Source: an optimization exercise on an open RTL-to-GDS flow (aim: small area and a short achievable clock period). Production flows keep margins and buffers that such runs may drop. RTL that was checked went through simulation tests only; none was proved equivalent to the original. Power figures rest on the tool's default switching activity, not on a simulated workload.

## the baseline
==> flow/design.v (excerpt) <==
module adler32 (
  input         rst_n, clk,
  input         size_valid,
  input  [31:0] size,
  input         data_start,
  input  [ 7:0] data,
  output        checksum_valid,
  output [31:0] checksum
);
==> module modadd8, before the edit <==
module modadd8 (
  input  [15:0] x,
  input  [ 7:0] d,
  output [15:0] y
);
  wire [9:0] lo, s15;
  ks #(8) add_lo ( x[7:0], d, 1'b0, lo );
  wire [7:0] cs_s = x[7:0] ^ d ^ 8'h0f;
  wire [8:0] cs_c = { ( x[7:0] & d ) | ( ( x[7:0] | d ) & 8'h0f ), 1'b0 };
  ks #(9) add_15 ( { 1'b0, cs_s }, cs_c, 1'b0, s15 );
  wire       hff  = &x[15:8];
  wire       hfe  = ( x[15:8] == 8'hfe );
  wire       wrap = hff & ( s15[9] | s15[8] ) | hfe & s15[9];
  wire [7:0] hi1  = x[15:8] + 1'b1;
  wire [7:0] hi   = lo[8] ? hi1 : x[15:8];
  assign y = wrap ? { 8'h00, s15[7:0] } : { hi, lo[7:0] };
endmodule
clock: 6.5 ns
lec_check: 0
abc_area: 1
cap_margin: 20
core_margin: 2
core_utilization: 40
slew_margin: 20
standard.sh (not shown) runs the stock make flow with config.mk's settings and CLKGATE_MAP_FILE= SYNTH_SCRIPT=/design/flow/synth_recipe.tcl, a recipe that flattens the netlist after the stock synthesis.
==> flow/flow/run.sh <==
#!/bin/bash
# The standard ORFS layout with two changes:
#  - Yosys's full/half-adder extraction is off (ADDER_MAP_FILE empty), so
#    ABC maps all of the arithmetic itself;
#  - ports are buffered with buf_2 instead of the default delay buffer.
set -u
export ADDER_MAP_FILE=
export BUFFER_PORTS_ARGS="-buffer_cell sky130_fd_sc_hd__buf_2"
bash standard.sh > standard.log 2>&1
Here is what was changed in the inputs of the candidate compared with the baseline.
--- a/flow/design.v
+++ b/flow/design.v
@@ -101,13 +101,10 @@
   input  [15:0] x,
   input  [ 7:0] d,
   output [15:0] y
 );
-  wire [9:0] lo, s15;
-  ks #(8) add_lo ( x[7:0], d, 1'b0, lo );
-  wire [7:0] cs_s = x[7:0] ^ d ^ 8'h0f;
-  wire [8:0] cs_c = { ( x[7:0] & d ) | ( ( x[7:0] | d ) & 8'h0f ), 1'b0 };
-  ks #(9) add_15 ( { 1'b0, cs_s }, cs_c, 1'b0, s15 );
+  wire [8:0] lo  = x[7:0] + d;
+  wire [9:0] s15 = x[7:0] + d + 10'd15;
   wire       hff  = &x[15:8];
   wire       hfe  = ( x[15:8] == 8'hfe );
   wire       wrap = hff & ( s15[9] | s15[8] ) | hfe & s15[9];
   wire [7:0] hi1  = x[15:8] + 1'b1;
==> summary.txt <==
Post-route fraction of the period consumed by the critical path, the baseline and the candidate: lower on the candidate. Summary: with the baseline as the reference, via count of the first global-routing pass in the candidate moved up by a little under 10%. Run comparison: the baseline launch point of the critical path data[3]; the candidate launch point of the critical path data[1]. The baseline -> the candidate: total die area increased by a few percent. Compared with the baseline, the candidate improves worst hold slack after final layout. The candidate has relative contribution of combinational cells to total power above what the baseline had. When the candidate is set beside the baseline, its effective utilization at floorplan turns out to be 0.65 points larger. Wire length (the candidate over the baseline): increase, about 6.5%. Against the baseline, the candidate reports a first-pass GRT wire length that is higher. Vias: the candidate more than the baseline. Diff the baseline -> the candidate: clock tree buffer count of the final layout went up by 3; sequential share of layout area fell by 0.36 points.
Function was not checked in any run of this note: the RTL went through the layout flow alone.

The RTL this note starts from:
==> flow/design.v <==
module adler32 (
  input         rst_n, clk,
  input         size_valid,
  input  [31:0] size,
  input         data_start,
  input  [ 7:0] data,
  output        checksum_valid,
  output [31:0] checksum
);
  wire busy, in_data, last_data;
  controller ctl( rst_n, clk, size_valid, data_start,
    last_data, checksum_valid, busy, in_data );
  datapath datap( clk, size, busy, data, in_data, last_data, checksum );
endmodule
module controller (
  input      rst_n, clk,
  input      size_valid,
  input      data_start,
  input      last_data,
  output reg checksum_valid,
  output     busy,
  output reg in_data
);
  reg wait_ds;
  wire idle = ~(wait_ds | in_data | checksum_valid);
  wire go   = idle & size_valid;
  assign busy = wait_ds | in_data;
  always @( posedge clk ) begin
    wait_ds        <= rst_n & ( go & ~data_start | wait_ds & ~data_start );
    in_data        <= rst_n & ( ( go | wait_ds ) & data_start | in_data & ~last_data );
    checksum_valid <= rst_n & in_data & last_data;
  end
endmodule
module datapath (
  input         clk,
  input  [31:0] size,
  input         busy,
  input  [ 7:0] data,
  input         in_data,
  output        last_data,
  output [31:0] checksum
);
  reg  [15:0] A, B;
  reg  [31:0] size_cnt;
  assign checksum  = { B, A };
  assign last_data = ( size_cnt == 32'h00000001 );
  always @( posedge clk )
    size_cnt <= busy ? size_cnt - in_data : size;
  wire [15:0] nA;
  modadd8 addA ( A, data, nA );
  wire [7:0] al = A[7:0], bl = B[7:0];
  wire [7:0] x1 = al ^ bl, g1 = al & bl;
  wire [7:0] s1 = x1 ^ data;                      
  wire [8:0] c1 = { g1 | ( x1 & data ), 1'b0 };
  wire [9:0] Z0, Z1, Z2;
  csadd #( 8'd0  ) z0 ( s1, c1, Z0 );
  csadd #( 8'd15 ) z1 ( s1, c1, Z1 );
  csadd #( 8'd30 ) z2 ( s1, c1, Z2 );
  wire [9:0] S0 = A[15:8] + B[15:8];
  wire [9:0] S1 = S0 + 10'd1;
  wire [9:0] S2 = S0 + 10'd2;
  wire [9:0] S3 = S0 + 10'd3;
  wire [3:0] f1 = { S3[9] | S3[8], S2[9] | S2[8], S1[9] | S1[8], S0[9] | S0[8] };
  wire [3:0] f2 = { S3[9], S2[9], S1[9], S0[9] };
  wire       ge1 = f1[Z1[9:8]];
  wire       ge2 = f2[Z2[9:8]];
  wire [1:0] q  = ge2 ? Z2[9:8] : ge1 ? Z1[9:8] : Z0[9:8];
  wire [7:0] lo = ge2 ? Z2[7:0] : ge1 ? Z1[7:0] : Z0[7:0];
  wire [7:0] hi = q[1] ? ( q[0] ? S3[7:0] : S2[7:0] ) : ( q[0] ? S1[7:0] : S0[7:0] );
  wire [15:0] nB = { hi, lo };
  always @( posedge clk ) begin
    A <= in_data ? nA : 16'd1;
    B <= in_data ? nB : 16'd0;
  end
endmodule
module csadd #( parameter [7:0] K = 8'd0 ) (
  input  [7:0] s,
  input  [8:0] c,
  output [9:0] z
);
  wire [8:0] s2 = { c[8], s ^ c[7:0] ^ K };
  wire [9:0] c2 = { c[8] & 1'b0, ( s & c[7:0] ) | ( ( s | c[7:0] ) & K ), 1'b0 };
  wire [9:0] zz;
  ks #(9) add ( s2, c2[8:0], 1'b0, zz );
  assign z = zz;
endmodule
module modadd8 (
  input  [15:0] x,
  input  [ 7:0] d,
  output [15:0] y
);
  wire [9:0] lo, s15;
  ks #(8) add_lo ( x[7:0], d, 1'b0, lo );
  wire [7:0] cs_s = x[7:0] ^ d ^ 8'h0f;
  wire [8:0] cs_c = { ( x[7:0] & d ) | ( ( x[7:0] | d ) & 8'h0f ), 1'b0 };
  ks #(9) add_15 ( { 1'b0, cs_s }, cs_c, 1'b0, s15 );
  wire       hff  = &x[15:8];
  wire       hfe  = ( x[15:8] == 8'hfe );
  wire       wrap = hff & ( s15[9] | s15[8] ) | hfe & s15[9];
  wire [7:0] hi1  = x[15:8] + 1'b1;
  wire [7:0] hi   = lo[8] ? hi1 : x[15:8];
  assign y = wrap ? { 8'h00, s15[7:0] } : { hi, lo[7:0] };
endmodule
module ks #( parameter W = 8 ) (
  input  [W-1:0] a, b,
  input          ci,
  output [9:0]   s
);
  localparam L = ( W > 16 ) ? 5 : ( W > 8 ) ? 4 : ( W > 4 ) ? 3 : ( W > 2 ) ? 2 : 1;
  wire [W-1:0] g [0:L];
  wire [W-1:0] p [0:L];
  assign g[0] = a & b;
  assign p[0] = a ^ b;
  genvar i, j;
  generate
    for( j = 0; j < L; j = j + 1 ) begin : lvl
      for( i = 0; i < W; i = i + 1 ) begin : bt
        if( i >= ( 1 << j ) ) begin : mrg
          assign g[j+1][i] = g[j][i] | p[j][i] & g[j][i-(1<<j)];
          assign p[j+1][i] = p[j][i] & p[j][i-(1<<j)];
        end else begin : pas
          assign g[j+1][i] = g[j][i];
          assign p[j+1][i] = p[j][i];
        end
      end
    end
  endgenerate
  wire [W:0] c = { g[L] | p[L] & { W{ci} }, ci };
  wire [W:0] r = { c[W], p[0] ^ c[W-1:0] };
  assign s = r;
endmodule
clock: 6.5 ns
lec_check: 0
abc_area: 1
cap_margin: 20
core_margin: 2
core_utilization: 40
setup_slack_margin: 3.0
slew_margin: 20
==> flow/flow/run.sh <==
#!/bin/bash
# The standard ORFS layout with two changes:
#  - Yosys's full/half-adder extraction is off (ADDER_MAP_FILE empty), so
#    ABC maps all of the arithmetic itself;
#  - ports are buffered with buf_1 instead of the default delay buffer.
set -u
export ADDER_MAP_FILE=
export BUFFER_PORTS_ARGS="-buffer_cell sky130_fd_sc_hd__buf_1"
bash standard.sh > standard.log 2>&1
Next try:
--- a/flow/design.v
+++ b/flow/design.v
@@ -8,8 +8,8 @@
   output [31:0] checksum
 );
-  wire busy, in_data, last_data;
+  wire busy, in_data, cnt_zero;
   controller ctl( rst_n, clk, size_valid, data_start,
-    last_data, checksum_valid, busy, in_data );
-  datapath datap( clk, size, busy, data, in_data, last_data, checksum );
+    cnt_zero, checksum_valid, busy, in_data );
+  datapath datap( clk, size, busy, data, in_data, cnt_zero, checksum );
 endmodule
 module controller (
@@ -17,17 +17,18 @@
   input      size_valid,
   input      data_start,
-  input      last_data,
-  output reg checksum_valid,
+  input      cnt_zero,
+  output     checksum_valid,
   output     busy,
-  output reg in_data
+  output     in_data
 );
-  reg wait_ds;
-  wire idle = ~(wait_ds | in_data | checksum_valid);
+  reg wait_ds, active;
+  wire idle = ~( wait_ds | active );
   wire go   = idle & size_valid;
-  assign busy = wait_ds | in_data;
+  assign busy           = wait_ds | active;
+  assign in_data        = active & ~cnt_zero;
+  assign checksum_valid = active & cnt_zero;
   always @( posedge clk ) begin
-    wait_ds        <= rst_n & ( go & ~data_start | wait_ds & ~data_start );
-    in_data        <= rst_n & ( ( go | wait_ds ) & data_start | in_data & ~last_data );
-    checksum_valid <= rst_n & in_data & last_data;
+    wait_ds <= rst_n & ( go & ~data_start | wait_ds & ~data_start );
+    active  <= rst_n & ( ( go | wait_ds ) & data_start | in_data );
   end
 endmodule
@@ -38,5 +39,5 @@
   input  [ 7:0] data,
   input         in_data,
-  output        last_data,
+  output        cnt_zero,
   output [31:0] checksum
 );
@@ -44,5 +45,5 @@
   reg  [31:0] size_cnt;
   assign checksum  = { B, A };
-  assign last_data = ( size_cnt == 32'h00000001 );
+  assign cnt_zero  = ( size_cnt == 32'h00000000 );
   always @( posedge clk )
     size_cnt <= busy ? size_cnt - in_data : size;
=>
- The changed run finished clean
- routed wire length is higher by 11%
- design area climbs by 4.1%
- non-clock buffer count stays the same
- setup slack got worse by 0.095 ns
- die area climbs by 2.6%
- sequential power decreases by about 2%
- power rises by 3.2%
- synthesized cell count came out higher by 3.5%
- clock-buffer cell count decreases by 2
- maximum frequency is lower by 2.8%
- clock skew fell by 0.0050 ns
- sequential cell count came out lower by 1
- critical path depth falls by 2
No functional check of the RTL was part of the second run of this note.

[static timing again, ports no longer ideal]
Ports are ideal in the flow. The routed layouts listed here were re-timed in OpenROAD. Step 1 (the two cells are an assumption about what drives the block):
set clk [get_ports {clk}]
set_driving_cell -lib_cell sky130_fd_sc_hd__clkbuf_16 $clk
set_driving_cell -lib_cell sky130_fd_sc_hd__buf_2 [delete_from_list [all_inputs] $clk]
Step 2 moves the port delays by t, midway between the first and last clock arrival at a register: inputs arrive t later, outputs are due t later. That takes back most of the time a late clock gives input paths. Three values: no drivers, after step 1, after step 2; two values: the first two.
run | t (ns) | setup slack, ns | worst setup path at the end | clock arrival spread, ns
the baseline | 0.388 | 2.588 / 2.609 / 2.221 | input to register | 0.013 / 0.013
the candidate | 0.372 | 2.800 / 2.821 / 2.449 | input to register | 0.009 / 0.010
the first run of note 2 | 0.382 | 3.190 / 3.205 / 2.823 | input to register | 0.012 / 0.012
the second run of note 2 | 0.383 | 3.095 / 3.094 / 2.711 | input to register | 0.007 / 0.007
After both steps setup and hold are still met in every run listed. The setup slack of the second run of note 2, which loses most, moves by -0.001 ns with the drivers and by -0.384 ns with both steps.
